This is an optimization exercise on Yosys and OpenROAD, whose aim is small area, a short achievable clock period and few clock cycles per item, not a production implementation. Function was checked by simulation only, so behaviour that the tests miss may differ from the original. Power figures rest on the tool's default switching activity, not on a simulated workload.

--- flow/run.sh ---
#!/bin/bash
# synth_recipe.tcl (not shown) runs the flow's synth.tcl, then flattens the netlist and writes it again
# the make line also repeats each setting of config.mk as NAME=value (left out here)
make -C /OpenROAD-flow-scripts/flow DESIGN_CONFIG=/design/flow/config.mk WORK_HOME=/design/flow/orfs CLKGATE_MAP_FILE= SYNTH_SCRIPT=/design/flow/synth_recipe.tcl finish
--- flow/config.mk ---
export PLATFORM = sky130hd
export DESIGN_NAME = DT
export DESIGN_NICKNAME = DT
export VERILOG_FILES = /design/flow/design.v
export SDC_FILE = /design/flow/constraint.sdc
export NUM_CORES = 4
export LEC_CHECK = 0
export CAP_MARGIN = 20
export CORE_MARGIN = 2
export CORE_UTILIZATION = 55
export PLACE_DENSITY = 0.7
export SETUP_SLACK_MARGIN = 2.0
export SLEW_MARGIN = 20
--- flow/constraint.sdc ---
create_clock -name core_clock -period 5.0 [get_ports {clk}]
set_input_delay 1.0000 -clock core_clock [delete_from_list [all_inputs] [get_ports {clk}]]
set_output_delay 1.0000 -clock core_clock [all_outputs]
set_load 0.01 [all_outputs]
--- flow/design.v ---
module DT(
	input			clk,
	input			reset,
	output	reg		done,
	output	reg		sti_rd,
	output		[9:0]	sti_addr,
	input		[15:0]	sti_di,
	output	reg		res_wr,
	output	reg		res_rd,
	output	reg	[13:0]	res_addr,
	output		[7:0]	res_do,
	input		[7:0]	res_di,
	output	reg		fw_finish
	);
function lt6;
	input [5:0] x, y;
	reg [5:0] gt, lt;
	integer i;
	begin
		lt6 = 1'b0;
		for (i = 0; i < 6; i = i + 1)
			lt6 = (~x[i] & y[i]) | (~(x[i] & ~y[i]) & lt6);
	end
endfunction
function [5:0] min6;
	input [5:0] x, y;
	min6 = lt6(x, y) ? x : y;
endfunction
function [3:0] lsb16;
	input [15:0] v;
	integer i;
	begin
		lsb16 = 4'd0;
		for (i = 15; i >= 0; i = i - 1)
			if (v[i]) lsb16 = i[3:0];
	end
endfunction
reg s_init, s_fdec, s_fra, s_frb, s_fw, s_fend;
reg s_bfind, s_bgo, s_bru, s_brv, s_bf, s_bl, s_bwn;
reg [5:0] do_r;		 
reg [5:0] a, b;		 
reg [9:0] wcnt;		 
reg [3:0] k;		 
reg xr;			 
reg fobj;		 
reg wv;			 
reg adj;		 
reg nc;			 
assign res_do = {2'b00, do_r};
assign sti_addr = wcnt ^ {10{fw_finish}};
wire [5:0] di = res_di[5:0];
wire [15:0] srot = {sti_di[14:0], sti_di[15]};	 
wire xn = srot[~k];
wire [15:0] sshr = {1'b0, sti_di[15:1]};	 
wire [15:0] masked = sti_di & (16'hFFFF << k);
wire mz = (masked == 16'd0);
wire [3:0] f = lsb16(masked);
wire wend = (wcnt == 10'd1015);
wire flast = (res_addr == 14'd16382);
wire [5:0] min_adi = lt6(a, di) ? a : di;
wire [5:0] min_adi_p1 = min_adi + 6'd1;
wire [5:0] fm1 = do_r - 6'd1;
wire bwrite = lt6(a, fm1) || lt6(di, fm1);
wire fwr = (s_fdec & !fobj) | s_fw;		 
wire badv = (s_bgo & !adj) | (s_bl & !bwrite & !nc) | (s_bwn & !nc);	 
wire bnext = (s_bl & !bwrite & nc) | (s_bwn & nc);	 
wire [6:0] rsrc = s_bgo ? ~wcnt[9:3] : res_addr[13:7];
wire [6:0] csrc = s_bgo ? ~{wcnt[2:0], k} : res_addr[6:0];
wire r_up = (s_fdec & fobj) | s_brv | s_bl;
wire r_dn = s_fw | s_bf | (s_bgo & adj & !wv) | (s_fdec & !fobj & (res_addr[6:0] == 7'd127));
wire c_m1 = s_fw | s_bf | s_bru | s_bwn;
wire c_p1 = (s_fdec & !fobj) | s_fra | s_frb | (s_bgo & adj & !wv);
wire c_p2 = s_fdec & fobj & wv;
wire [6:0] rnext = rsrc + (r_up ? 7'h7f : {6'd0, r_dn});
wire [6:0] cnext = csrc + (c_m1 ? 7'h7f : {5'd0, c_p2, c_p1});
always @(posedge clk or negedge reset) begin
	if (!reset) begin
		s_init <= 1'b1;
		s_fdec <= 1'b0;
		s_fra <= 1'b0;
		s_frb <= 1'b0;
		s_fw <= 1'b0;
		s_fend <= 1'b0;
		s_bfind <= 1'b0;
		s_bgo <= 1'b0;
		s_bru <= 1'b0;
		s_brv <= 1'b0;
		s_bf <= 1'b0;
		s_bl <= 1'b0;
		s_bwn <= 1'b0;
		done <= 1'b0;
		fw_finish <= 1'b0;
		sti_rd <= 1'b0;
		res_wr <= 1'b0;
		res_rd <= 1'b0;
		res_addr <= 14'd16383;
		wcnt <= 10'd0;
		k <= 4'd0;
		xr <= 1'b0;
		fobj <= 1'b0;
		wv <= 1'b0;
	end else begin
		s_init <= 1'b0;
		s_fdec <= s_init | s_fw | (s_fdec & !fobj & !flast);
		s_fra <= s_fdec & fobj & !wv;
		s_frb <= s_fra;
		s_fw <= (s_fdec & fobj & wv) | s_frb;
		s_fend <= s_fdec & !fobj & flast;
		s_bfind <= s_fend | (s_bfind & mz & !wend) | badv;
		s_bgo <= s_bfind & !mz;
		s_bru <= s_bgo & adj & !wv;
		s_brv <= s_bru;
		s_bf <= (s_bgo & adj & wv) | s_brv | bnext;
		s_bl <= s_bf;
		s_bwn <= s_bl & bwrite;
		done <= done | (s_bfind & mz & wend);
		if (s_fend) fw_finish <= 1'b1;
		res_rd <= (s_fdec & fobj) | s_fra | s_frb | (s_bgo & adj) | s_bru | s_brv | s_bf | bnext;
		res_wr <= fwr | (s_bgo & !adj) | (s_bl & bwrite);
		res_addr <= (s_bl & bwrite) ? ~{wcnt, k} : {rnext, cnext};
		sti_rd <= s_init | (fwr & (k == 4'd14)) | s_fend | (s_bfind & mz & !wend) | (badv & (k == 4'd15));
		if (s_fend)
			wcnt <= 10'd8;
		else if ((fwr & (k == 4'd14)) | (s_bfind & mz & !wend) | (badv & (k == 4'd15)))
			wcnt <= wcnt + 10'd1;
		if (s_fend | (s_bfind & mz))
			k <= 4'd0;
		else if (s_bfind)
			k <= f;
		else if (fwr | (s_bgo & !adj) | (s_bl & !bwrite) | s_bwn)
			k <= k + 4'd1;
		if (fwr) xr <= xn;
		if (s_fdec & !fobj) fobj <= xn & xr;
		else if (s_fw) fobj <= xn;
		if ((s_fdec & !fobj) | s_fend | (s_bgo & !adj)) wv <= 1'b0;
		else if (s_fw | s_bl) wv <= 1'b1;
	end
end
always @(posedge clk) begin
	if (s_fend | (s_bfind & mz)) adj <= 1'b0;
	else if (s_bfind) adj <= adj & (f == k);
	else if (s_bgo) adj <= 1'b1;
	if (s_bf) nc <= sshr[k];
	if (s_init) do_r <= 6'd0;
	else if (s_fdec & !fobj) do_r <= {5'd0, xr};
	else if (s_fw) do_r <= min_adi_p1;
	else if (s_bgo & !adj) do_r <= 6'd1;
	else if (s_bf) do_r <= di;
	else if (s_bl & bwrite) do_r <= min_adi_p1;
	if (s_fdec & fobj) a <= wv ? min6(a, do_r) : do_r;
	else if (s_fra | s_frb | s_brv) a <= min_adi;
	else if (s_fw | s_bl) a <= min6(b, di);
	else if (s_bru) a <= di;
	else if (s_bf) a <= min6(a, do_r);
	if (s_frb | s_fw | s_brv | s_bl) b <= di;
end
endmodule
==> impl.org, run 1 <==
** Worst setup path
- Highest net fanout along the worst path :: 3
- For this run, the slowest stage of the critical path takes 0.56 ns.
- CP max-delay cell :: sky130_fd_sc_hd__dfstp_2
- Worst Path Arrival :: 3.65 ns
- The worst setup path is of the flip-flop to flip-flop kind.
- Required time of the critical path :: 5.29 ns
- Type of origin of the critical path :: flip-flop
- Critical path capture point type :: flip-flop
- CP cell instances :: nand4_1 > or4_1 > nand4_1 > ha_2 > inv_2 > fa_2 > inv_2 > a21oi_2 > o21bai_1 > a21o_1 > a21oi_2 > xnor2_2 > xor2_1 > nor3_2 > a221oi_2

** Floorplanning
- The core region is 9640 µm².
- Initial Util :: 0.561
- For this design the top-level I/O count stands at 63.
- In this run the core area contains 36 standard-cell rows.
- Die Y-Extent :: 103 µm
- Die width :: 103 µm
- The die covers 10,600 µm².

** Yosys
- After synthesis, the largest family of logic cells by area is compound AO/OA/AOI/OAI gates.
- Number of different library cells in the post-synthesis netlist :: 79
- Synthesis produced a netlist whose cell count is 622.
- Measured against the total synthesized area, the mux share comes to 0.0872.
- Number of storage elements in the synthesis netlist :: 69
- Sequential cell area fraction in the yosys report :: 0.328
- Average cell area after synthesis :: 8.70 µm²
- Number of synthesis warnings :: 1
- Predominant post-synthesis flop cell :: sky130_fd_sc_hd__dfrtp_1
- After synthesis, the cell types taking the most area are sky130_fd_sc_hd__dfrtp_1 (16%), sky130_fd_sc_hd__dfstp_2 (7.3%), sky130_fd_sc_hd__edfxtp_1 (7.2%).
- Xor/xnor cell area share of the yosys netlist :: 0.0518
- After synthesis, the share of flip-flops with an asynchronous set or reset is 0.710.
- Adder-cell area share of the yosys netlist :: 0.0673
- Number of flops mapped to enable cells by yosys :: 13
- Area fraction in and, or, nand and nor cells after synthesis :: 0.184
- Of all cell types, the one taking the most synthesized area is sky130_fd_sc_hd__dfrtp_1.
- Cell area after technology mapping :: 5410 µm²
- Share of Yosys cell area claimed by the top area cell type :: 0.157
- Share of the synthesized area in compound gates (AO/OA/AOI/OAI) :: 0.221

** STA
- At the pin with the least slew margin, the transition time is 0.893 ns.
- Setup repair after global routing could not meet its margin everywhere.
- Dividing the final minimum period by the clock period gives 0.673.
- The clock period could shrink to 3.37 ns.
- Total count of max-transition violations in the final report :: 0
- For the final routed database, the setup TNS stands at 0 ns.
- Timing would allow up to 0.297 GHz.
- Final Setup Violations :: 0
- Hold timing on the final database bottoms out at a slack of 0.469 ns.
- Final hold viol count :: 0
- Clock skew :: 0.0134 ns
- Worst slew margin relative to its limit :: 0.405

** Global routing
- Maximum number of pins on one net before global-route repair :: 50
- The number of global-route vias before repair was 5,007.
- Global routing finished with a remaining overflow of 0.
- Initial antenna violation count :: 0
- GRT Util Overall :: 0.315
- The first global-routing pass estimated 25,700 µm of wire.

** Placed design
- After legalization and detailed placement, the total HPWL measured 10,800 µm.
- Port Buffers :: 58
- Gp weighted congestion :: 1.01

** Route
- The first detailed-routing pass took 4 iterations.
- Mean number of vias per cell :: 6.15
- For this block, the routed nets add up to 16,900 µm of wire.
- Wire length per cell after detailed routing :: 19.3 µm
- Initial detailed-routing violation count :: 333
- The count of nets left with antenna violations once routing finished came out at 0.
- Via count of the routed design :: 5,378
- For this run, design rule violations remaining after detail routing come to 0.

** Power
- In this run the static leakage power is 0.00318 µW.
- Worst voltage drop across the vdd grid :: 0.578 mV
- The share of total power dissipated in combinational logic is 0.692.
- The internal portion of the total power is 3000 µW.
- Net switching power :: 2570 µW
- Sequential fraction of design power :: 0.225
- Of the total power, the clock network draws 0.083.
- Switching portion of total power :: 0.461
- In this run the power density over the cells is 779 nW/µm².

** Clocking
- Hold_buf cts :: 0
- H-tree depth reported by CTS :: 3
- Number of buffers created by CTS :: 9
- Worst-path clk slew :: 0.08 ns
- Clock tree from TritonCTS :: done
- Clock insertion delay at the later pin of the skew report :: 0.37 ns
- Clock tree root buffer cell :: sky130_fd_sc_hd__clkbuf_8
- TritonCTS sink count :: 69
- Bufs on Longest Clock Path :: 2

** Finish
- After the last flow step, the layout net total stands at 784.
- Synth-to-Final Area Change :: 32.2%
- Antenna cells :: 0
- Fraction of final layout cells with drive strength greater than 1 :: 0.280

** Hold path
- In this run the worst hold path is classified as flip-flop to flip-flop.

** Status
- The flow ran to the end and the layout has no timing, DRC or antenna violations.

** Flow run
- The tool flagged a number of max-cap violations equal to 0.
[routing by layer]
layer / routed length [µm] / part of all wire / global-route usage / vias to the layer above
li1: - / - / - / 2496
met1: 6870 / 0.41 / 0.393 / 2608
met2: 8420 / 0.50 / 0.534 / 227
met3: 935 / 0.055 / 0.0417 / 47
met4: 693 / 0.041 / 0.167 / 0
met5: 0 / 0 / 0 / -
[cells in the mapped netlist (all sizes together) (9+ instances only)]
library cell  instances
nor2b                12
a21oi                52
mux4                  9
nand3                13
nand2                58
inv                  46
dfrtp                34
edfxtp               13
clkbuf               19
xor2                 15
o21ai                40
mux2i                19
xnor2                17
dfstp                15
buf                  13
nand2b                9
ha                   19
nor2                 44
[cells in the final DEF, fill, tap and decap left out, types with 10 or more instances in the layout]
cell                              count
sky130_fd_sc_hd__buf_4               60
sky130_fd_sc_hd__nand2_1             57
sky130_fd_sc_hd__clkdlybuf4s50_1     49
sky130_fd_sc_hd__a21oi_1             44
sky130_fd_sc_hd__inv_1               42
sky130_fd_sc_hd__nor2_1              41
sky130_fd_sc_hd__o21ai_0             31
sky130_fd_sc_hd__dfrtp_1             27
sky130_fd_sc_hd__mux2i_1             18
sky130_fd_sc_hd__xnor2_1             15
sky130_fd_sc_hd__xor2_1              15
sky130_fd_sc_hd__ha_1                15
sky130_fd_sc_hd__buf_6               15
sky130_fd_sc_hd__dfstp_2             15
sky130_fd_sc_hd__edfxtp_1            13
sky130_fd_sc_hd__nand3_1             10
[state kept, by name, summed over array words and instances, names as in the netlist, 4 cells and up]
register	cells
a	6
wcnt	10
k	4
res_addr	14
b	6
do_r	6
[cells by family after synthesis]
logic type | after synthesis
XOR/XNOR | 32
adder cells (fa/ha/maj) | 29
buffers and inverters | 79
AND/OR/NAND/NOR | 198
multiplexers | 35
AO/OA/AOI/OAI | 179
flip-flops | 69
other | 1
[what timing repair did]
action,in CTS,in global routing
buffers inserted,40,28
endpoints found under the hold margin,0,0
gates resized for setup,55,70
endpoints found under the setup margin,28,28
gates cloned,1,0
pin swaps,17,31
[power groups by stage]
stage	logic [µW]	clock network, µW	registers [µW]
floorplan	2400	0	1110
global placement	2990	0	1240
detailed placement	3080	0	1250
CTS	3360	466	1240
global route	4210	495	1280
finish	3850	464	1250
[metrics by stage]
step / worst slack [ns] / cell area (µm²) / instances / power (µW) / util
2_1_floorplan: 1.69 / 5480 / 624 / 3510 / -
3_3_place_gp: 0.892 / 6100 / 790 / 4230 / 0.633
3_5_place_dp: 0.912 / 6100 / 790 / 4330 / 0.633
4_1_cts: 1.91 / 6700 / 847 / 5070 / 0.695
5_1_grt: 1.43 / 7150 / 875 / 5980 / 0.742
6_report: 1.63 / 7150 / 875 / 5570 / 0.742
[worst max-delay path: cells and delay by family (launching register included)]
family,cells,cell delay (ns)
simple gates,4,0.95
compound gates,5,0.65
fa+ha+maj,2,0.56
buf+inv,2,0.10
xor+xnor,2,0.46
flops,1,0.56
[worst paths after layout]
kind | start | to | slack [ns] | cells past startpoint
hold / removal | done | done | 0.47 | 1
setup reg to reg | res_addr[1] | res_addr[13] | 1.63 | 15
min in group asynchronous | reset | sti_rd | 0.74 | 2
max in group asynchronous | reset | k[0] | 3.76 | 2
hold reg to reg | done | done | 0.47 | 1
setup / recovery | res_addr[1] | res_addr[13] | 1.63 | 15
[area by class of cell]
class	count	area, µm²
Timing Repair Buffer	133	1210
Clock inverter	6	62.6
Clock buffer	10	128
Fill cell	735	2490
Multi-Input combinational cell	477	3620
Inverter	47	183
Sequential cell	69	1790
Tap cell	133	166
Testbench counts, summed over its fixed seeds: cycles 1,042,110, images 32.
==> run 2: changes to the inputs <==
--- a/flow/config.mk
+++ b/flow/config.mk
@@ -11,3 +11,3 @@
 export PLACE_DENSITY = 0.7
-export SETUP_SLACK_MARGIN = 2.0
+export SETUP_SLACK_MARGIN = 1.5
 export SLEW_MARGIN = 20
==> run 2 against run 1 <==
Sequential power hardly changed. Power is 12% lower. Clock skew is 0.0038 ns lower. Flip-flop and latch count stayed put. Synthesized area stayed put. Via count is 7.1% lower. Utilization is 7.6 points lower. Synthesized cell count stayed put.
==> impl.org, run 2 <==
** STA
- The worst-case headroom to the max-slew limit was 0.451 (+0.0464).
- The slew of the pin with the lowest slew margin was 0.823 ns (-0.0696 ns).
- Final hold viol count :: 0 (unchanged)
- The max-slew violation count came to 0 (unchanged).
- The final setup violation count came to 0 (unchanged).
- RSZ-0062 raised after global routing :: false
- Maximum achievable frequency :: 0.294 GHz (-0.94%)
- Final WS setup :: 1.60 ns (-0.0319 ns)
- The clock skew came to 0.00955 ns (-0.00382 ns).
- The minimum period implied by the final worst setup slack is 3.40 ns (+0.0319 ns).
- The final-layout setup total negative slack came to 0 ns (unchanged).
- The final worst-path cycle share was 0.680 (+0.00638).

** Worst setup path
- The worst setup path is of the primary input to flip-flop kind.
- Critical path capture point type :: flip-flop
- The delay of the slowest critical-path stage came to 0.39 ns (-0.17 ns).
- The largest fanout of any net on the critical path is 11 (+8).
- The worst-case reg-to-reg path depth is 13 (-2).
- Required time of the critical path :: 5.23 ns (-0.06 ns)
- RR Endpoint :: wcnt[0]
- On the critical path, the stage with the largest delay is an instance of sky130_fd_sc_hd__or3_4.
- The startpoint identified for the worst register-to-register timing path is do_r[0].
- The critical path arrival was 3.63 ns (-0.02 ns).
- The worst setup path is launched from a primary input.
- CP cell instances :: dlygate4sd2_1 > o211ai_1 > o21ai_0 > or3_4 > maj3_2 > mux2i_2 > inv_1 > ha_2 > nor2b_1 > a21oi_1 > a2111oi_0
- Internal reg-to-reg setup slack :: 1.75 ns (+0.12 ns)

** Finish
- Flip-flop count of the largest register after layout :: 14 (unchanged)
- Final std cells w/o fill :: 815 (-6.9%)
- The number of nets at the end of the flow was 724 (-7.7%).
- Leaving out fill and tap cells, the most frequent cell in the layout is sky130_fd_sc_hd__nand2_1.
- Biggest registers after layout :: res_addr (14), wcnt (10)
- Fraction of final layout cells with drive strength greater than 1 :: 0.141 (-0.140)
- Synth-to-Final Area Change :: 18.7%
- In the layout the commonest cells are sky130_fd_sc_hd__nand2_1 (57), sky130_fd_sc_hd__a21oi_1 (51), sky130_fd_sc_hd__clkdlybuf4s50_1 (51), sky130_fd_sc_hd__inv_1 (45), sky130_fd_sc_hd__nor2_1 (43).
- The total of fill cells in the finished design came to 882 (+20%).
- Largest register by flop count :: res_addr
- Antenna cells :: 0 (unchanged)

** Power
- The maximum vdd ir drop came to 0.498 mV (-14%).
- Total power draw :: 4900 µW (-12%)
- The switching power total came to 2280 µW (-11%).
- Power per cell area :: 763 nW/µm² (-2.0%)
- The design internal power was 2620 µW (-13%).
- Relative contribution of combinational cells to total power :: 0.658 (-0.034)
- Pleak :: 0.00283 µW (-11%)
- Power share of the clock group :: 0.090 (+0.007)
- Sequential fraction of design power :: 0.251 (+0.026)
- The switching part of the total came to 0.466 (+0.00509).

** Floorplanning
- The number of placement rows came to 36 (unchanged).
- Standard cell core area :: 9640 µm² (unchanged)
- Floorplan die area :: 10,600 µm² (unchanged)
- The number of top-level design ports was 63 (unchanged).
- Die Y-Extent :: 103 µm (unchanged)
- The initial cell density of the core is 0.561 (unchanged).
- The die outline width came to 103 µm (unchanged).

** Global routing
- The number of global-route vias before repair is 4,726 (-5.6%).
- Initial antenna violation count :: 0 (unchanged)
- Fraction of met3 tracks used by global routing :: 0.0356 (-0.00605)
- The met1 global-route usage came to 0.381 (-0.0124).
- GRT Util Overall :: 0.288 (-0.0272)
- The met2 global-route usage was 0.468 (-0.0664).
- Maximum number of pins on one net before global-route repair :: 50 (unchanged)
- The total congestion overflow is 0 (unchanged).
- The global-route wire length before repair was 23,800 µm (-7.3%).
- In this run the most used layer during global routing was met2.

** Yosys
- The share of the synthesized area in the top cell type was 0.157 (unchanged).
- Post-synthesis cell type with the largest combined area :: sky130_fd_sc_hd__dfrtp_1
- After synthesis, the most frequently instantiated cells are sky130_fd_sc_hd__nand2_1 (58), sky130_fd_sc_hd__a21oi_1 (51), sky130_fd_sc_hd__inv_1 (46), sky130_fd_sc_hd__nor2_1 (44), sky130_fd_sc_hd__o21ai_0 (35).
- The post-synthesis cell type count was 79 (unchanged).
- The number of enable-type register cells in the synthesized netlist was 13 (unchanged).
- Sequential cell area fraction in the yosys report :: 0.328 (unchanged)
- The async set-or-reset flop fraction in the synthesized netlist came to 0.710 (unchanged).
- Post-Synthesis Cells :: 622 (unchanged)
- The area of the mapped netlist came to 5410 µm² (unchanged).
- Average cell area after synthesis :: 8.70 µm² (unchanged)
- Ranked by total cell area, the synthesized netlist is headed by sky130_fd_sc_hd__dfrtp_1 (16%), sky130_fd_sc_hd__dfstp_2 (7.3%), sky130_fd_sc_hd__edfxtp_1 (7.2%).
- The post-synthesis sequential element count was 69 (unchanged).
- Number of synthesis warnings :: 1 (unchanged)
- The most common cell in the synthesized netlist is sky130_fd_sc_hd__nand2_1.
- Predominant post-synthesis flop cell :: sky130_fd_sc_hd__dfrtp_1

** Route
- Via count of the routed design :: 4,995 (-7.1%)
- The final wirelength came to 15,000 µm (-11%).
- The number of iterations in the first detailed-routing pass is 5 (+1).
- Remaining design rule violation count :: 0 (unchanged)
- Number of antenna-violating nets in the routed design :: 0 (unchanged)
- The routed wirelength normalized by instance count was 18.4 µm (-4.6%).
- Initial detailed-routing violation count :: 294 (-12%)
- Mean number of vias per cell :: 6.13 (-0.28%)

** Placed design
- The count of input and output buffers was 58 (unchanged).
- The final weighted congestion in routability-driven placement came to 1.01 (-0.57%).
- HPWL after detailed placement :: 11,000 µm (+1.3%)
- The pre-CTS setup slack is 0.903 ns (-0.00842 ns).
- Placed insts :: 791 (+0.13%)

** Hold path
- The path class of the tightest hold or removal check is flip-flop to flip-flop.
- Worst min-delay path endpoint :: s_frb
- The depth of the worst hold-timing path is 0 (-1).
- In this run the most critical hold path is launched from s_fra.

** Status
- The flow ran to the end and the layout has no timing, DRC or antenna violations.

** Clocking
- Clock tree root buffer cell :: sky130_fd_sc_hd__clkbuf_8
- TritonCTS sink count :: 69 (unchanged)
- H-tree depth reported by CTS :: 3 (unchanged)
- The clock buffer count from CTS came to 9 (unchanged).
- The clock latency reported for the late side of the worst-skew pair was 0.34 ns (-0.03 ns).
- The worst-case clock buffer depth was 2 (unchanged).
- Clock tree from TritonCTS :: done
- Worst-path clk slew :: 0.07 ns (about the same)

** Flow run
- Maximum capacitance violations :: 0 (unchanged)
## run 2: repair_timing
action,CTS,global route
pin swaps,3,8
hold buffers,0,0
setup endpoints to repair,7,16
gates resized for setup,9,18
setup buffers,4,4
## run 2: per-layer routing
layer	vias to the layer above	wire, µm	part of all wire
met2	176	7340	0.49
met5	-	0	0
met3	30	750	0.050
met1	2412	6400	0.43
li1	2377	-	-
met4	0	548	0.036
## run 2: logic make-up after synthesis
family | synth area share
AOI/OAI and AO/OA | 0.221
other | 0.000693
adders and majority gates | 0.0673
buffers and inverters | 0.0597
xor gates and xnor gates | 0.0518
DFF | 0.328
and+or+nand+nor | 0.184
muxes | 0.0872
## run 2: worst max-delay path by stage
stage / from / to / slack (ns) / cells past startpoint
finish: res_di[4] / do_r[1] / 1.60 / 11
global route: res_di[3] / do_r[1] / 1.51 / 11
CTS: res_di[1] / do_r[4] / 1.47 / 13
detailed placement: res_di[3] / do_r[1] / 0.90 / 11
global placement: res_di[3] / do_r[4] / 0.88 / 12
floorplan: res_di[0] / do_r[1] / 1.66 / 11
## run 2: critical path: cells and delay by family
family / cells / cell delay, ns
buf+inv: 2 / 0.45
compound gates: 4 / 0.75
simple gates: 2 / 0.51
mux: 1 / 0.23
fa+ha+maj: 2 / 0.70
## run 2: cell type report
| class | count | area, µm² | area share |
|---|---|---|---|
| timing repair buffer | 74 | 719 | 0.112 |
| clock inverter | 5 | 52.6 | 0.00819 |
| tap | 133 | 166 | 0.0259 |
| sequential | 69 | 1780 | 0.277 |
| multi-input combinational | 476 | 3400 | 0.529 |
| clock buffer | 11 | 131 | 0.0205 |
| inverter | 47 | 176 | 0.0275 |
## run 2: per-stage QoR
step                area [µm²]   util  hold WS (ns)
finish                    6420  0.666         0.464
global route              6420  0.666         0.469
CTS                       6310  0.654         0.465
detailed placement        6070  0.630         0.449
global placement          6070  0.630         0.442
floorplan                 5420      -         0.391
## run 2: power groups by stage
stage	Clock [µW]	Combinational, µW	Sequential, µW
floorplan	0	2380	1110
finish	443	3230	1230
global placement	0	3000	1220
detailed placement	0	3090	1230
global route	474	3590	1270
CTS	451	3150	1220
==> run 3: changes to the inputs <==
--- a/flow/config.mk
+++ b/flow/config.mk
@@ -11,3 +11,3 @@
 export PLACE_DENSITY = 0.7
-export SETUP_SLACK_MARGIN = 1.5
+export SETUP_SLACK_MARGIN = 1.75
 export SLEW_MARGIN = 20
==> run 3 against run 2 <==
Sequential share of layout area shrank 0.23 points. Critical path depth grew 5. Power up 2.7%. Global-route usage up 0.50 points. Hold slack got worse by 0.0081 ns. Largest cell class unchanged. Highest routed layer unchanged.
==> impl.org, run 3 <==
** Route
- The routed via count came to 5,012 (+0.34%).
- The count of unresolved DRC violations after routing is 0 (unchanged).
- Wirelength, routed :: 15,300 µm (+1.6%)
- The routed wirelength normalized by instance count was 18.6 µm (+1.1%).
- The count of antenna-violating nets left after detailed routing is 0 (unchanged).
- The number of iterations in the first detailed-routing pass came to 5 (unchanged).
- Mean number of vias per cell :: 6.12 (-0.15%)
- Initial detailed-routing violation count :: 293 (-0.34%)

** Power
- Sequential fraction of design power :: 0.250 (about the same)
- The switching part of the total came to 0.465 (-0.00131).
- Pleak :: 0.00284 µW (+0.26%)
- The proportion of power drawn by the clock network came to 0.092 (+0.002).
- Power per cell area :: 776 nW/µm² (+1.7%)
- The maximum vdd ir drop was 0.467 mV (-6.2%).
- The switching power total was 2340 µW (+2.4%).
- Internal Pwr Total :: 2700 µW (+3.0%)
- Total power draw :: 5030 µW (+2.7%)
- Relative contribution of combinational cells to total power :: 0.658 (about the same)

** Yosys
- Number of storage elements in the synthesis netlist :: 69 (unchanged)
- Average cell area after synthesis :: 8.70 µm² (unchanged)
- Post-Synthesis Cells :: 622 (unchanged)
- The share of the synthesized area in the top cell type came to 0.157 (unchanged).
- Number of flops mapped to enable cells by yosys :: 13 (unchanged)
- Post-synthesis cell type with the largest combined area :: sky130_fd_sc_hd__dfrtp_1
- By area the synthesized netlist is led by sky130_fd_sc_hd__dfrtp_1 (16%), sky130_fd_sc_hd__dfstp_2 (7.3%), sky130_fd_sc_hd__edfxtp_1 (7.2%).
- Predominant post-synthesis flop cell :: sky130_fd_sc_hd__dfrtp_1
- The commonest cells after synthesis are sky130_fd_sc_hd__nand2_1 (58), sky130_fd_sc_hd__a21oi_1 (51), sky130_fd_sc_hd__inv_1 (46), sky130_fd_sc_hd__nor2_1 (44), sky130_fd_sc_hd__o21ai_0 (35).
- Yosys instantiated no cell more often than sky130_fd_sc_hd__nand2_1.
- The share of the yosys chip area belonging to registers came to 0.328 (unchanged).
- The area of the mapped netlist is 5410 µm² (unchanged).
- Synth async-reset ratio :: 0.710 (unchanged)
- Number of different library cells in the post-synthesis netlist :: 79 (unchanged)
- Number of synthesis warnings :: 1 (unchanged)

** Clocking
- The clock latency reported for the late side of the worst-skew pair is 0.36 ns (+0.02 ns).
- Clock tree from TritonCTS :: done
- The clock edge transition at the registers on the reported setup and hold paths was 0.08 ns (about the same).
- The worst-case clock buffer depth is 2 (unchanged).
- Clock tree root buffer cell :: sky130_fd_sc_hd__clkbuf_8
- TritonCTS sink count :: 69 (unchanged)
- Number of buffers created by CTS :: 9 (unchanged)
- H-tree depth reported by CTS :: 3 (unchanged)

** Global routing
- The total congestion overflow is 0 (unchanged).
- Maximum number of pins on one net before global-route repair :: 50 (unchanged)
- GRT Util Overall :: 0.293 (+0.00501)
- Number of global-route vias before repair :: 4,635 (-1.9%)
- Initial antenna violation count :: 0 (unchanged)
- The global-route wire length before repair was 23,900 µm (+0.69%).

** Worst setup path
- The worst path buffer plus inverter count came to 3 (+1).
- STA classifies the critical path startpoint as a flip-flop.
- Worst Path Arrival :: 3.54 ns (-0.09 ns)
- In this design, the largest share of critical-path delay is due to simple AND/OR/NAND/NOR gates.
- Required time of the critical path :: 5.27 ns (+0.04 ns)
- The largest fanout of any net on the critical path is 3 (-8).
- CP Class :: flip-flop to flip-flop
- Critical path's largest stage delay :: 0.56 ns (+0.17 ns)
- Walking the worst path, the cells encountered are nand4_1 > or4_1 > nand4_1 > ha_2 > inv_2 > fa_2 > inv_2 > a21oi_2 > o21bai_1 > a21o_1 > a21oi_2 > xnor2_2 > buf_4 > nand2_1 > mux2i_1 > a221oi_1.
- Among all stages on the critical path, the largest delay is contributed by sky130_fd_sc_hd__dfstp_2.
- Critical path capture point type :: flip-flop

** Finish
- Flip-flop count of the largest register after layout :: 14 (unchanged)
- The fraction of final layout cells with drive strength greater than 1 is 0.175 (+0.0342).
- Commonest non-fill, non-tap cells in the layout :: sky130_fd_sc_hd__nand2_1 (57), sky130_fd_sc_hd__clkdlybuf4s50_1 (50), sky130_fd_sc_hd__a21oi_1 (49), sky130_fd_sc_hd__nor2_1 (43), sky130_fd_sc_hd__inv_1 (43)
- Biggest registers after layout :: res_addr (14), wcnt (10)
- Number of nets at the end of the flow :: 728 (+0.55%)
- The register with the most flip-flops in the final layout is res_addr.
- Fillers :: 834 (-5.4%)
- The final antenna diode count is 0 (unchanged).
- Synth-to-Final Area Change :: 19.9%
- Most common cell after layout, fill and taps aside :: sky130_fd_sc_hd__nand2_1

** Placed design
- The HPWL after detailed placement came to 10,800 µm (-1.2%).
- Port Buffers :: 58 (unchanged)
- The final weighted congestion in routability-driven placement was 0.917 (-8.9%).

** STA
- Clock skew :: 0.00877 ns (-0.000784 ns)
- Final hold viol count :: 0 (unchanged)
- Sum Neg Setup Slack :: 0 ns (unchanged)
- Worst slew margin relative to its limit :: 0.392 (-0.0593)
- RSZ-0062 raised after global routing :: true
- Total count of max-transition violations in the final report :: 0 (unchanged)
- Ratio of final minimum period to clock period :: 0.655 (-0.0251)
- Final Setup Violations :: 0 (unchanged)
- The slew of the pin with the lowest slew margin was 0.912 ns (+0.0889 ns).
- The minimum period implied by the final worst setup slack came to 3.27 ns (-0.125 ns).
- The maximum clock frequency was 0.305 GHz (+3.8%).

** Floorplanning
- Die Y-Extent :: 103 µm (unchanged)
- The number of placement rows is 36 (unchanged).
- The die outline width is 103 µm (unchanged).
- Initial Util :: 0.561 (unchanged)
- Standard cell core area :: 9640 µm² (unchanged)
- The die area came to 10,600 µm² (unchanged).
- I/O Pins :: 63 (unchanged)

** Hold path
- Hold/Removal Path Class :: flip-flop to flip-flop

** Flow run
- The count of maximum capacitance violations came to 0 (unchanged).

** Status
- The run finished with no timing, DRC or antenna violations.
[run 3: cell counts after synthesis]
No cell type changed its count.
[run 3: layout make-up]
type / count / area [µm²] / area share
clock buffers: 11 / 131 / 0.0203
clock inverters: 5 / 60.1 / 0.00926
inverters: 47 / 180 / 0.0278
multi-input cells: 477 / 3480 / 0.536
flip-flops and latches: 69 / 1780 / 0.274
well taps: 133 / 166 / 0.0257
repair buffers: 77 / 691 / 0.107
[run 3: through the flow]
step	area [µm²]	setup slack (ns)	utilization	hold slack [ns]	std cells
after floorplan	5470	1.69	-	0.391	624
after global placement	6080	0.909	0.631	0.435	789
after detailed placement	6080	0.861	0.631	0.431	789
after CTS	6400	1.71	0.664	0.460	814
after global routing	6480	1.61	0.673	0.471	819
final	6480	1.73	0.673	0.456	819
[run 3: cells by family (layout without fill, tap and decap cells)]
| group | Yosys count | after routing | synth area share |
|---|---|---|---|
| compound gates | 179 | 180 | 0.221 |
| xor+xnor | 32 | 32 | 0.0518 |
| fa+ha+maj | 29 | 29 | 0.0673 |
| buf+inv | 79 | 140 | 0.0597 |
| flops | 69 | 69 | 0.328 |
| mux | 35 | 35 | 0.0872 |
| other cells | 1 | 3 | 0.000693 |
| simple gates | 198 | 198 | 0.184 |
[run 3: worst paths after layout]
check	start	endpoint	slack (ns)	depth (start not counted)
min in group asynchronous	reset	wcnt[5]	0.74	2
setup / recovery	res_addr[1]	res_addr[13]	1.73	16
hold reg to reg	s_fra	s_frb	0.46	0
hold / removal	s_fra	s_frb	0.46	0
max in group asynchronous	reset	k[2]	3.78	2
setup reg to reg	res_addr[1]	res_addr[13]	1.73	16
[run 3: timing repair]
action                     in CTS  in global routing
gates cloned                    0                  1
setup buffers                   9                  4
setup endpoints to repair      24                 19
pin swaps                       7                 19
hold buffers                    0                  0
gates resized for setup        25                 31
[run 3: power groups by stage]
| stage | registers, µW | clock network [µW] | logic (µW) |
|---|---|---|---|
| 6_report | 1260 | 463 | 3310 |
| 2_1_floorplan | 1110 | 0 | 2400 |
| 3_3_place_gp | 1240 | 0 | 2980 |
| 5_1_grt | 1290 | 492 | 3680 |
| 3_5_place_dp | 1240 | 0 | 3060 |
| 4_1_cts | 1240 | 469 | 3170 |
[run 3: layer usage]
metal	routed length, µm	up-vias	share of wire	global-route usage
li1	-	2391	-	-
met1	6590	2414	0.43	0.393
met2	7370	178	0.48	0.476
met3	766	29	0.050	0.0390
met4	534	0	0.035	0.131
met5	0	-	0	0
==> run 4: changes to the inputs <==
==> flow/flow/run.sh (new file) <==
#!/bin/bash
# Standard layout, with plain buffers (instead of delay cells) on the ports.
set -o pipefail
bash standard.sh "BUFFER_PORTS_ARGS=-buffer_cell sky130_fd_sc_hd__buf_1" finish > flow.log 2>&1
==> flow/standard.sh (new file) <==
#!/bin/bash
# synth_recipe.tcl (not shown) runs the flow's synth.tcl, then flattens the netlist and writes it again
# the make line also repeats each setting of config.mk as NAME=value (left out here)
make -C /OpenROAD-flow-scripts/flow DESIGN_CONFIG=/design/flow/config.mk WORK_HOME=/design/flow/orfs CLKGATE_MAP_FILE= SYNTH_SCRIPT=/design/flow/synth_recipe.tcl "${@:-finish}"
--- a/flow/config.mk
+++ b/flow/config.mk
@@ -7,2 +7,3 @@
 export LEC_CHECK = 0
+export ABC_AREA = 1
 export CAP_MARGIN = 20
@@ -11,3 +12,3 @@
 export PLACE_DENSITY = 0.7
-export SETUP_SLACK_MARGIN = 1.75
+export SETUP_SLACK_MARGIN = 2.0
 export SLEW_MARGIN = 20
removed: flow/run.sh
==> run 4 against run 3 <==
Still clean on timing, DRC and antenna. Sequential power is 3% lower. First-iteration DRC count increased by 28%. Critical path type is now primary input to flip-flop. Via count up 10%.
==> impl.org, run 4 <==
** Clocking
- The total number of clock tree sinks is 69 (unchanged).
- Clock tree root buffer cell :: sky130_fd_sc_hd__clkbuf_8
- The clock edge transition at the registers on the reported setup and hold paths is 0.07 ns (about the same).
- Clock tree from TritonCTS :: done
- Number of buffers created by CTS :: 9 (unchanged)
- Hold_buf cts :: 0 (unchanged)
- The H-tree level count came to 3 (unchanged).
- The worst-case clock buffer depth came to 2 (unchanged).
- The clock latency reported for the late side of the worst-skew pair is 0.34 ns (-0.02 ns).

** Route
- Wire length per cell after detailed routing :: 15.8 µm (-15%)
- The number of iterations in the first detailed-routing pass was 5 (unchanged).
- Remaining design rule violation count :: 0 (unchanged)
- The routed via count is 5,523 (+10%).
- The average via count per standard cell is 5.65 (-7.6%).
- The final wirelength was 15,500 µm (+1.4%).
- Number of antenna-violating nets in the routed design :: 0 (unchanged)
- Initial detailed-routing violation count :: 374 (+28%)

** Worst setup path
- Crit. path cell count :: 15 (-1)
- The largest fanout of any net on the critical path was 16 (+13).
- The slowest stage of the critical path is the sky130_fd_sc_hd__buf_1 cell.
- The most critical setup path has its startpoint at res_di[1].
- The critical path arrival came to 3.06 ns (-0.48 ns).
- Largest delay contributor family on the critical path :: compound AO/OA/AOI/OAI gates
- Required time of the critical path :: 5.22 ns (-0.05 ns)
- The worst-case reg-to-reg path depth is 14 (-2).
- The worst setup path is captured at a flip-flop.
- Launching point of the worst reg2reg path :: s_bgo
- The worst setup path is launched from a primary input.
- By instance count, the cell type seen most on the critical path is sky130_fd_sc_hd__nand2_1.
- CP Class :: primary input to flip-flop
- The worst path buffer plus inverter count is 2 (-1).
- The delay of the slowest critical-path stage came to 0.28 ns (-0.28 ns).
- Walking the worst path, the cells encountered are buf_1 > inv_2 > o22ai_1 > nand3_1 > nand3_1 > nand2_1 > nand2_1 > nand2_2 > o21ai_4 > ha_1 > nand3_1 > nand2_1 > nand2_1 > o22ai_1 > a21oi_1.

** Hold path
- The worst hold path begins at done.
- In this run the worst hold path is classified as flip-flop to flip-flop.
- The depth of the worst hold-timing path is 1 (+1).

** STA
- Clock skew :: 0.0145 ns (+0.00574 ns)
- The worst-case headroom to the max-slew limit came to 0.495 (+0.103).
- Maximum achievable frequency :: 0.352 GHz (+15%)
- The minimum period implied by the final worst setup slack came to 2.84 ns (-0.430 ns).
- Ratio of final minimum period to clock period :: 0.569 (-0.0859)
- Total count of max-transition violations in the final report :: 0 (unchanged)
- The slew of the pin with the lowest slew margin is 0.750 ns (-0.162 ns).
- Final WS setup :: 2.16 ns (+0.430 ns)
- The final-layout setup total negative slack came to 0 ns (unchanged).
- The number of hold violations in the final report came to 0 (unchanged).
- Final Setup Violations :: 0 (unchanged)
- RSZ-0062 raised after global routing :: false

** Yosys
- Main area contributors after synthesis :: sky130_fd_sc_hd__dfrtp_1 (16%), sky130_fd_sc_hd__nand2_1 (14%), sky130_fd_sc_hd__o21ai_0 (7.6%)
- For this run, the leading register cell type out of synthesis is sky130_fd_sc_hd__dfrtp_1.
- Post-Synthesis Cells :: 790 (+27%)
- By count the netlist is led by sky130_fd_sc_hd__nand2_1 (200), sky130_fd_sc_hd__inv_1 (86), sky130_fd_sc_hd__o21ai_0 (83), sky130_fd_sc_hd__nand3_1 (70), sky130_fd_sc_hd__nor2_1 (63).
- Number of synthesis warnings :: 1 (unchanged)
- The area of the mapped netlist was 5450 µm² (+0.72%).
- The share of the synthesized area in the top cell type was 0.156 (-0.00112).
- The synthesized-area fraction occupied by adder cells is 0.0510 (-0.0163).
- The simple logic cell fraction of the synthesized area is 0.314 (+0.130).
- Share of the synthesized area in compound gates (AO/OA/AOI/OAI) :: 0.164 (-0.0574)
- Sequential cell area fraction in the yosys report :: 0.326 (-0.00234)
- Number of storage elements in the synthesis netlist :: 69 (unchanged)
- Dominant cell by count in the synthesized netlist :: sky130_fd_sc_hd__nand2_1
- Number of different library cells in the post-synthesis netlist :: 51 (-35%)
- The number of enable-type register cells in the synthesized netlist came to 13 (unchanged).
- The biggest area contributor in the post-synthesis netlist is sky130_fd_sc_hd__dfrtp_1.
- Main combinational cell family by area after synthesis :: simple AND/OR/NAND/NOR gates
- Xor/xnor cell area share of the yosys netlist :: 0.0512 (-0.000599)
- Share of cell area taken by muxes after synthesis :: 0 (-0.0872)
- The async set-or-reset flop fraction in the synthesized netlist is 0.710 (unchanged).
- The post-synthesis average cell area is 6.90 µm² (-21%).

** Floorplanning
- I/O Pins :: 63 (unchanged)
- The die area came to 10,700 µm² (+0.69%).
- Standard cell core area :: 9680 µm² (+0.47%)
- The initial cell density of the core came to 0.563 (+0.00140).
- The overall die height is 104 µm (+0.34%).
- The number of placement rows is 36 (unchanged).
- Die width :: 104 µm (+0.34%)

** Finish
- Commonest non-fill, non-tap cells in the layout :: sky130_fd_sc_hd__nand2_1 (198), sky130_fd_sc_hd__inv_1 (85), sky130_fd_sc_hd__o21ai_0 (83), sky130_fd_sc_hd__nand3_1 (70), sky130_fd_sc_hd__nor2_1 (62)
- Synth-to-Final Area Change :: 10.2%
- Number of nets at the end of the flow :: 886 (+22%)
- The share of the core filled with cells in the final layout was 0.620 (-0.0529).
- The library cell used most frequently in the layout, excluding fill and tap cells, is sky130_fd_sc_hd__nand2_1.
- Biggest registers after layout :: res_addr (14), wcnt (10)
- The final non-filler cell area is 6000 µm² (-7.4%).
- The total of fill cells in the finished design came to 912 (+9.4%).
- Largest register by flop count :: res_addr
- The flip-flop count of the largest register after layout was 14 (unchanged).
- The area of combinational cells with multiple inputs came to 3220 µm² (-7.5%).
- The flip-flop and latch area is 1780 µm² (about the same).
- Final std cells w/o fill :: 977 (+19%)
- Fraction of final layout cells with drive strength greater than 1 :: 0.0912 (-0.0837)
- The final antenna diode count is 0 (unchanged).

** Status
- The flow ran to the end and the layout has no timing, DRC or antenna violations.

** Power
- The portion of total power attributed to sequential cells is 0.254 (+0.004).
- The design internal power came to 2290 µW (-15%).
- The switching power total was 2510 µW (+7.5%).
- The static power due to leakage is 0.00284 µW (about the same).
- The proportion of power drawn by the clock network is 0.097 (+0.005).
- The maximum vdd ir drop came to 0.470 mV (+0.50%).
- Power per cell area :: 800 nW/µm² (+3.0%)
- Switching portion of total power :: 0.524 (+0.0594)
- Relative contribution of combinational cells to total power :: 0.649 (-0.009)

** Global routing
- Remaining global-route overflow :: 0 (unchanged)
- The global-route wire length before repair is 24,600 µm (+2.6%).
- The all-layer global routing usage is 0.282 (-0.0106).
- The number of global-route vias before repair came to 5,026 (+8.4%).
- Maximum number of pins on one net before global-route repair :: 50 (unchanged)
- Initial antenna violation count :: 0 (unchanged)

** Placed design
- The pre-CTS setup slack is 1.59 ns (+0.729 ns).
- Port Buffers :: 58 (unchanged)
- DP Area :: 5700 µm² (-6.3%)
- Placed insts :: 956 (+21%)
- Gp weighted congestion :: 0.971 (+6.0%)
- HPWL after detailed placement :: 11,500 µm (+5.8%)

** Flow run
- The count of maximum capacitance violations is 0 (unchanged).
-- run 4: per-layer routing --
metal,up-vias,GRT usage,share of wire
met4,0,0.159,0.040
li1,2726,-,-
met2,206,0.471,0.48
met3,43,0.0359,0.047
met1,2548,0.355,0.43
met5,-,0,0
-- run 4: final cells by class --
cell class,count,share of cell area
multi-input combinational,600,0.536
clock buffer,11,0.0236
inverter,94,0.0600
sequential,69,0.297
timing repair buffer,65,0.0461
clock inverter,5,0.0100
tap,133,0.0277
-- run 4: repair_timing --
action / in CTS / in global routing
pin swaps: 0 / 1
buffers inserted: 1 / 4
resized for setup: 6 / 10
setup endpoints to repair: 22 / 22
-- run 4: kinds of logic (layout without fill, tap and decap cells) --
logic type / after synthesis / in the layout
AO/OA/AOI/OAI: 159 / 159
XOR/XNOR: 31 / 31
adder cells (fa/ha/maj): 21 / 21
buffers and inverters: 123 / 175
flip-flops: 69 / 69
other: 1 / 3
AND/OR/NAND/NOR: 386 / 386
-- run 4: worst paths after layout --
path	end	slack, ns
setup / recovery	do_r[4]	2.16
hold / removal	done	0.48
setup reg to reg	res_addr[6]	2.27
hold reg to reg	done	0.48
max in group asynchronous	k[0]	3.75
min in group asynchronous	wcnt[8]	0.77
-- run 4: metrics by stage --
step / total power (µW) / hold slack (ns)
2_1_floorplan: 3490 / 0.397
3_3_place_gp: 4090 / 0.439
3_5_place_dp: 4180 / 0.436
4_1_cts: 4690 / 0.464
5_1_grt: 5270 / 0.493
6_report: 4800 / 0.476
-- run 4: power groups by stage --
stage               combinational (µW)  sequential (µW)  clock [µW]
finish                            3110             1220         467
global route                      3520             1250         498
CTS                               2990             1220         478
detailed placement                2960             1230           0
global placement                  2870             1220           0
floorplan                         2380             1100           0
==> run 5: changes to the inputs <==
--- a/flow/config.mk
+++ b/flow/config.mk
@@ -12,3 +12,3 @@
 export PLACE_DENSITY = 0.7
-export SETUP_SLACK_MARGIN = 2.0
+export SETUP_SLACK_MARGIN = 1.5
 export SLEW_MARGIN = 20
==> run 5 against run 4 <==
Clock-buffer cell count is the same. Wire length shrank 2.0%. Sequential power is essentially flat. Still clean. Largest power group unchanged. Flip-flop and latch count is the same.
==> impl.org, run 5 <==
** Worst setup path
- The largest fanout of any net on the critical path was 25 (+9).
- The critical path is of the flip-flop to flip-flop type.
- The critical path arrival was 3.42 ns (+0.36 ns).
- The worst setup path is captured at a flip-flop.
- The signal on the critical path passes through inv_1 > ha_1 > inv_1 > nor2_1 > o21ai_0 > nand2_1 > nor2_1 > nand2_1 > nor4_4 > nand2_1 > nor2_1 > nor3_4 > nand2_4 > nand2_1 > nand2_1.
- Largest delay contributor family on the critical path :: simple AND/OR/NAND/NOR gates
- Worst Path Buf+Inv :: 2 (unchanged)
- Critical path's largest stage delay :: 0.62 ns (+0.34 ns)
- The required time of the worst setup path is 5.27 ns (+0.05 ns).
- CP max-delay cell :: sky130_fd_sc_hd__dfrtp_2
- In this design, the critical path's most frequently occurring cell is sky130_fd_sc_hd__nand2_1.
- Type of origin of the critical path :: flip-flop

** Global routing
- Wire length of the first global-routing pass :: 24,500 µm (-0.28%)
- Initial antenna violation count :: 0 (unchanged)
- The all-layer global routing usage was 0.281 (-0.00112).
- The total congestion overflow came to 0 (unchanged).
- Number of global-route vias before repair :: 5,018 (-0.16%)
- Maximum number of pins on one net before global-route repair :: 50 (unchanged)

** Power
- Worst voltage drop across the vdd grid :: 0.473 mV (+0.72%)
- Relative contribution of combinational cells to total power :: 0.639 (-0.010)
- Sequential fraction of design power :: 0.262 (+0.008)
- The post-layout total power is 4710 µW (-1.9%).
- Power share of the clock group :: 0.099 (+0.002)
- The design internal power came to 2230 µW (-2.2%).
- The switching part of the total was 0.525 (+0.00149).
- The cell area power density was 795 nW/µm² (-0.52%).
- The switching power total came to 2470 µW (-1.6%).
- Pleak :: 0.00281 µW (-0.97%)

** Status
- Status :: timing/DRC/antenna clean

** Finish
- Most common cell after layout, fill and taps aside :: sky130_fd_sc_hd__nand2_1
- The number of nets at the end of the flow came to 881 (-0.56%).
- Antenna cells :: 0 (unchanged)
- Flip-flop count of the largest register after layout :: 14 (unchanged)
- Synth-to-Final Area Change :: 8.66%
- The share of the core filled with cells in the final layout came to 0.611 (-0.00853).
- Fraction of final layout cells with drive strength greater than 1 :: 0.0763 (-0.0150)
- Biggest registers after layout :: res_addr (14), wcnt (10)
- Commonest non-fill, non-tap cells in the layout :: sky130_fd_sc_hd__nand2_1 (200), sky130_fd_sc_hd__inv_1 (86), sky130_fd_sc_hd__o21ai_0 (83), sky130_fd_sc_hd__nand3_1 (70), sky130_fd_sc_hd__nor2_1 (63)
- The register with the most flip-flops in the final layout is res_addr.

** Clocking
- The clock buffer count from CTS came to 9 (unchanged).
- Bufs on Longest Clock Path :: 2 (unchanged)
- Clock tree root buffer cell :: sky130_fd_sc_hd__clkbuf_8
- The clock edge transition at the registers on the reported setup and hold paths is 0.07 ns (about the same).
- The H-tree level count came to 3 (unchanged).
- Clock insertion delay at the later pin of the skew report :: 0.34 ns (about the same)
- TritonCTS sink count :: 69 (unchanged)
- TritonCTS built the clock tree.

** Route
- The routed wirelength normalized by instance count came to 15.6 µm (-1.5%).
- The violation count after the first detailed-routing iteration is 415 (+11%).
- The final wirelength was 15,200 µm (-2.0%).
- Via count of the routed design :: 5,521 (-0.036%)
- The count of unresolved DRC violations after routing is 0 (unchanged).
- Number of iterations in the first detailed-routing pass :: 6 (+1)
- Number of antenna-violating nets in the routed design :: 0 (unchanged)
- Mean number of vias per cell :: 5.68 (+0.48%)

** Floorplanning
- Floorplan die area :: 10,700 µm² (unchanged)
- The number of top-level design ports came to 63 (unchanged).
- Die Y-Extent :: 104 µm (unchanged)
- The number of placement rows is 36 (unchanged).
- The area of the placeable core came to 9680 µm² (unchanged).
- The initial cell density of the core was 0.563 (unchanged).
- The die outline width came to 104 µm (unchanged).

** Yosys
- The area of the mapped netlist is 5450 µm² (unchanged).
- The post-synthesis average cell area came to 6.90 µm² (unchanged).
- Post-Synthesis Cells :: 790 (unchanged)
- Main area contributors after synthesis :: sky130_fd_sc_hd__dfrtp_1 (16%), sky130_fd_sc_hd__nand2_1 (14%), sky130_fd_sc_hd__o21ai_0 (7.6%)
- Sequential cell area fraction in the yosys report :: 0.326 (unchanged)
- The async set-or-reset flop fraction in the synthesized netlist was 0.710 (unchanged).
- Number of different library cells in the post-synthesis netlist :: 51 (unchanged)
- Post-synthesis cell type with the largest combined area :: sky130_fd_sc_hd__dfrtp_1
- Predominant post-synthesis flop cell :: sky130_fd_sc_hd__dfrtp_1
- In the synthesized netlist, the cells that appear most often are sky130_fd_sc_hd__nand2_1 (200), sky130_fd_sc_hd__inv_1 (86), sky130_fd_sc_hd__o21ai_0 (83), sky130_fd_sc_hd__nand3_1 (70), sky130_fd_sc_hd__nor2_1 (63).
- The share of the synthesized area in the top cell type came to 0.156 (unchanged).
- Number of storage elements in the synthesis netlist :: 69 (unchanged)
- sky130_fd_sc_hd__nand2_1 is the most common cell in the netlist.
- The number of enable-type register cells in the synthesized netlist came to 13 (unchanged).
- The warning count from the yosys run is 1 (unchanged).

** STA
- Clock skew :: 0.0157 ns (+0.00116 ns)
- RSZ-0062 raised after global routing :: false
- Total count of max-transition violations in the final report :: 0 (unchanged)
- Post-route worst hold slack :: 0.476 ns (+0.000232 ns)
- Sum Neg Setup Slack :: 0 ns (unchanged)
- The slew of the pin with the lowest slew margin is 0.662 ns (-0.0876 ns).
- Maximum achievable frequency :: 0.318 GHz (-9.6%)
- The worst-case headroom to the max-slew limit was 0.556 (+0.0606).
- Minimum clock period :: 3.15 ns (+0.302 ns)
- Ratio of final minimum period to clock period :: 0.629 (+0.0604)
- Final Setup Violations :: 0 (unchanged)
- The number of hold violations in the final report came to 0 (unchanged).

** Flow run
- Maximum capacitance violations :: 0 (unchanged)

** Hold path
- Hold/Removal Path Class :: flip-flop to flip-flop

** Placed design
- Gp weighted congestion :: 0.971 (unchanged)
- Port Buffers :: 58 (unchanged)
- The HPWL after detailed placement was 11,500 µm (unchanged).
-- run 5: logic make-up (layout without fill, tap and decap cells) --
group           Yosys count  after routing  synth area share
simple gates            386            386             0.314
compound gates          159            159             0.164
buf+inv                 123            170            0.0935
flops                    69             69             0.326
xor+xnor                 31             31            0.0512
fa+ha+maj                21             21            0.0510
other cells               1              3          0.000688
-- run 5: worst paths after layout --
path	from	end	slack, ns	cells past startpoint
worst min-delay path	done	done	0.48	1
min in group asynchronous	reset	wcnt[8]	0.77	2
max in group asynchronous	reset	k[0]	3.77	2
worst max-delay path	k[0]	wcnt[9]	1.85	15
worst min register to register	done	done	0.48	1
worst max register to register	k[0]	wcnt[9]	1.85	15
-- run 5: power by group through the flow --
stage	Combinational, µW	Clock (µW)	Sequential [µW]
4_1_cts	2980	478	1220
3_5_place_dp	2960	0	1230
6_report	3010	466	1230
2_1_floorplan	2380	0	1100
3_3_place_gp	2870	0	1220
5_1_grt	3420	498	1270
-- run 5: layer usage --
layer	vias to the layer above	track usage	part of all wire
met5	-	0	0
met4	0	0.159	0.047
met3	48	0.0359	0.056
met2	213	0.468	0.48
met1	2539	0.354	0.42
li1	2721	-	-
-- run 5: what timing repair did --
action                     4_1_cts  5_1_grt
hold buffers                     0        0
resized for setup                0        4
buffers inserted                 0        0
setup endpoints to repair        0       13
-- run 5: through the flow --
step           area (µm²)  cells  setup WS [ns]
6_report             5920    972           1.85
2_1_floorplan        5460    792           2.42
4_1_cts              5900    972           1.58
5_1_grt              5920    972           1.52
3_3_place_gp         5700    956           1.66
3_5_place_dp         5700    956           1.59
-- run 5: layout make-up --
| class | count | area [µm²] |
|---|---|---|
| fill | 924 | 3760 |
| clock inverter | 5 | 60.1 |
| clock buffer | 11 | 141 |
| inverter | 94 | 353 |
| sequential | 69 | 1780 |
| timing repair buffer | 60 | 234 |
| tap | 133 | 166 |
| multi-input combinational | 600 | 3190 |
==> run 6: changes to the inputs <==
--- a/flow/config.mk
+++ b/flow/config.mk
@@ -7,3 +7,2 @@
 export LEC_CHECK = 0
-export ABC_AREA = 1
 export CAP_MARGIN = 20
==> run 6 against run 5 <==
Still clean on timing, DRC and antenna. Cell count is 16% lower. Clock-buffer cell count is 1 higher. Utilization is 1.6 points higher. Synthesized area is 0.71% lower. Synthesized cell count is 21% lower. Die area is 0.68% lower. Setup slack worse by 0.23 ns. Global-route usage is 0.065 points lower. Power is 2.4% higher. First-iteration DRC count is 23% lower. Critical path type is now primary input to flip-flop. Largest power group unchanged.
==> impl.org, run 6 <==
** Yosys
- The number of enable-type register cells in the synthesized netlist was 13 (unchanged).
- Synth async-reset ratio :: 0.710 (unchanged)
- Post-synth top cells :: sky130_fd_sc_hd__nand2_1 (58), sky130_fd_sc_hd__a21oi_1 (51), sky130_fd_sc_hd__inv_1 (46), sky130_fd_sc_hd__nor2_1 (44), sky130_fd_sc_hd__o21ai_0 (35)
- The warning count from the yosys run came to 1 (unchanged).
- The post-synthesis sequential element count is 69 (unchanged).
- The synthesized-area fraction occupied by adder cells is 0.0673 (+0.0163).
- Sequential cell area fraction in the yosys report :: 0.328 (+0.00234)
- The compound-gate portion of the synthesized area came to 0.221 (+0.0574).
- The mux contribution to synthesized area is 0.0872 (+0.0872).
- The count of mapped cells out of synthesis is 622 (-21%).
- The post-synthesis average cell area is 8.70 µm² (+26%).
- sky130_fd_sc_hd__nand2_1 is the most common cell in the netlist.
- Cell area after technology mapping :: 5410 µm² (-0.71%)
- Share of Yosys cell area claimed by the top area cell type :: 0.157 (+0.00112)
- Number of different library cells in the post-synthesis netlist :: 79 (+55%)
- Of all cell types, the one taking the most synthesized area is sky130_fd_sc_hd__dfrtp_1.
- Predominant post-synthesis flop cell :: sky130_fd_sc_hd__dfrtp_1
- The simple logic cell fraction of the synthesized area is 0.184 (-0.130).
- By area, the combinational part of the netlist is dominated by compound AO/OA/AOI/OAI gates.
- Xor/xnor cell area share of the yosys netlist :: 0.0518 (+0.000599)
- Main area contributors after synthesis :: sky130_fd_sc_hd__dfrtp_1 (16%), sky130_fd_sc_hd__dfstp_2 (7.3%), sky130_fd_sc_hd__edfxtp_1 (7.2%)

** Clocking
- Hold_buf cts :: 0 (unchanged)
- The tree is rooted in a sky130_fd_sc_hd__clkbuf_8.
- Bufs on Longest Clock Path :: 2 (unchanged)
- The total number of clock tree sinks came to 69 (unchanged).
- Number of buffers created by CTS :: 9 (unchanged)
- Clock insertion delay at the later pin of the skew report :: 0.35 ns (about the same)
- TritonCTS built the clock tree.
- H-tree depth reported by CTS :: 3 (unchanged)
- Worst-path clk slew :: 0.08 ns (about the same)

** Power
- Internal Pwr Total :: 2530 µW (+13%)
- The switching power total came to 2290 µW (-7.5%).
- Switching portion of total power :: 0.475 (-0.0504)
- Sequential fraction of design power :: 0.259 (-0.003)
- Power per cell area :: 797 nW/µm² (+0.17%)
- Worst voltage drop across the vdd grid :: 0.622 mV (+31%)
- The proportion of power drawn by the clock network was 0.108 (+0.009).
- The static power due to leakage came to 0.00264 µW (-6.1%).
- Relative contribution of combinational cells to total power :: 0.633 (-0.006)

** Global routing
- The number of global-route vias before repair is 4,672 (-6.9%).
- The all-layer global routing usage came to 0.281 (-0.000648).
- Remaining global-route overflow :: 0 (unchanged)
- Initial antenna violation count :: 0 (unchanged)
- Maximum number of pins on one net before global-route repair :: 50 (unchanged)
- The global-route wire length before repair was 23,300 µm (-4.9%).

** STA
- Final WS setup :: 1.63 ns (-0.225 ns)
- Ratio of final minimum period to clock period :: 0.674 (+0.0450)
- Setup repair after global routing left no endpoint under its margin.
- Clock skew :: 0.0107 ns (-0.00494 ns)
- Final hold viol count :: 0 (unchanged)
- The slew of the pin with the lowest slew margin was 0.898 ns (+0.236 ns).
- The final setup violation count was 0 (unchanged).
- Sum Neg Setup Slack :: 0 ns (unchanged)
- The minimum period implied by the final worst setup slack came to 3.37 ns (+0.225 ns).
- The maximum clock frequency was 0.297 GHz (-6.7%).
- The max-slew violation count was 0 (unchanged).
- Worst slew margin relative to its limit :: 0.401 (-0.155)

** Route
- The number of iterations in the first detailed-routing pass came to 5 (-1).
- The routed wirelength normalized by instance count came to 18.3 µm (+17%).
- The violation count after the first detailed-routing iteration came to 319 (-23%).
- The final wirelength came to 14,800 µm (-2.3%).
- Mean number of vias per cell :: 6.15 (+8.2%)
- The count of unresolved DRC violations after routing was 0 (unchanged).
- The count of antenna-violating nets left after detailed routing was 0 (unchanged).
- Via count of the routed design :: 4,991 (-9.6%)

** Finish
- Biggest registers after layout :: res_addr (14), wcnt (10)
- Largest register by flop count :: res_addr
- The library cell used most frequently in the layout, excluding fill and tap cells, is sky130_fd_sc_hd__nand2_1.
- The number of non-filler instances in the completed layout is 812 (-16%).
- Synth-to-Final Area Change :: 11.8%
- Total non-filler cell area in the finished layout :: 6050 µm² (+2.2%)
- Commonest non-fill, non-tap cells in the layout :: sky130_fd_sc_hd__nand2_1 (58), sky130_fd_sc_hd__buf_1 (57), sky130_fd_sc_hd__a21oi_1 (51), sky130_fd_sc_hd__inv_1 (45), sky130_fd_sc_hd__nor2_1 (44)
- The share of the core filled with cells in the final layout was 0.628 (+0.0164).
- The number of nets at the end of the flow is 721 (-18%).
- The fraction of final layout cells with drive strength greater than 1 came to 0.135 (+0.0592).
- The flip-flop count of the largest register after layout came to 14 (unchanged).
- The final antenna diode count is 0 (unchanged).

** Worst setup path
- STA classifies the critical path startpoint as a primary input.
- The worst setup path is of the primary input to flip-flop kind.
- Required time of the critical path :: 5.23 ns (-0.04 ns)
- Critical path capture point type :: flip-flop
- Highest net fanout along the worst path :: 8 (-68%)
- Worst Path Arrival :: 3.61 ns (+0.19 ns)

** Status
- The flow ran to the end and the layout has no timing, DRC or antenna violations.

** Placed design
- Gp weighted congestion :: 0.966 (-0.60%)
- DP Area :: 5700 µm² (about the same)
- HPWL after detailed placement :: 10,600 µm (-7.7%)
- Placement-stage worst setup slack :: 1.13 ns (-0.460 ns)
- The total placed cells including tap cells was 789 (-17%).
- The count of input and output buffers came to 58 (unchanged).

** Flow run
- The count of maximum capacitance violations was 0 (unchanged).

** Hold path
- Hold/Removal Path Class :: flip-flop to flip-flop

** Floorplanning
- Number of placement rows :: 36 (unchanged)
- Die Y-Extent :: 103 µm (-0.34%)
- The number of top-level design ports was 63 (unchanged).
- The die outline width is 103 µm (-0.34%).
- Initial Util :: 0.561 (-0.00140)
- Standard cell core area :: 9640 µm² (-0.47%)
- Floorplan die area :: 10,600 µm² (-0.68%)
-- run 6: metrics by stage --
step / total power (µW) / hold WS [ns]
floorplan: 3480 / 0.391
global placement: 4050 / 0.441
detailed placement: 4160 / 0.446
CTS: 4720 / 0.465
global route: 5240 / 0.474
finish: 4820 / 0.459
-- run 6: repair_timing --
item	4_1_cts	5_1_grt
setup endpoints to repair	9	14
buffers inserted	2	5
resized for setup	3	14
pin swaps	1	4
-- run 6: final timing paths --
path / from / to / slack [ns] / depth (start not counted)
max: res_di[1] / do_r[4] / 1.63 / 15
min: done / done / 0.46 / 1
max reg2reg: k[1] / wcnt[7] / 1.71 / 11
min reg2reg: done / done / 0.46 / 1
max in group asynchronous: reset / k[0] / 3.79 / 2
min in group asynchronous: reset / wcnt[7] / 0.76 / 2
-- run 6: routing by layer --
metal / GRT usage / share of wire
met1: 0.366 / 0.43
met2: 0.460 / 0.48
met3: 0.0558 / 0.063
met4: 0.112 / 0.029
met5: 0 / 0
-- run 6: cell families after synthesis --
family,Yosys count
and+or+nand+nor,198
adders and majority gates,29
AOI/OAI and AO/OA,179
xor gates and xnor gates,32
buffers and inverters,79
DFF,69
muxes,35
other,1
-- run 6: power groups by stage --
stage	logic (µW)	registers (µW)	clock network (µW)
floorplan	2380	1110	0
global placement	2820	1230	0
detailed placement	2920	1240	0
CTS	2960	1230	525
global route	3410	1280	554
finish	3050	1250	519
-- run 6: cell type report --
| class | count | area (µm²) |
|---|---|---|
| Inverter | 47 | 176 |
| Timing Repair Buffer | 71 | 317 |
| Fill cell | 858 | 3590 |
| Tap cell | 133 | 166 |
| Multi-Input combinational cell | 476 | 3390 |
| Clock inverter | 4 | 51.3 |
| Clock buffer | 12 | 176 |
| Sequential cell | 69 | 1780 |
-- run 6: critical path, stage by stage --
cell	delay, ns
sky130_fd_sc_hd__buf_1	0.07
sky130_fd_sc_hd__buf_4	0.16
sky130_fd_sc_hd__inv_2	0.11
sky130_fd_sc_hd__maj3_2	0.23
sky130_fd_sc_hd__a221oi_2	0.08
sky130_fd_sc_hd__or3_4	0.42
sky130_fd_sc_hd__maj3_2	0.38
sky130_fd_sc_hd__mux2i_2	0.18
sky130_fd_sc_hd__inv_1	0.07
sky130_fd_sc_hd__ha_2	0.19
sky130_fd_sc_hd__nand3_1	0.08
sky130_fd_sc_hd__mux2i_1	0.20
sky130_fd_sc_hd__xor2_1	0.19
sky130_fd_sc_hd__o211ai_1	0.11
sky130_fd_sc_hd__o211a_1	0.14

[separate check: timing with driven ports]
The results above use ideal ports. As a check the final layouts listed here were re-extracted and re-timed, cells and wires unchanged.
Step 1 assumes that a clkbuf_16 drives the clock port and a buf_2 every other input.
Step 2 times the ports against the registers' clock, not the clock port: input delays grow and output delays shrink by t, the midpoint of the rising clock arrivals with the driver on.
Slacks: no drivers / after step 1 / after step 2; pairs: no drivers / after step 1.
run	t, ns	setup slack, ns	worst data-port slew with drivers (ns)
run 1	0.393	1.633 / 1.633 / 1.561	0.05
run 2	0.366	1.601 / 1.610 / 1.244	0.04
run 3	0.389	1.726 / 1.726 / 1.427	0.04
run 4	0.371	2.156 / 2.170 / 1.799	0.04
run 5	0.370	1.854 / 1.854 / 1.546	0.03
run 6	0.377	1.629 / 1.641 / 1.264	0.03
After both steps every run listed still meets setup and hold. For run 6, which loses most, drivers alone change the setup slack by +0.012 ns; drivers and shift together by -0.365 ns.
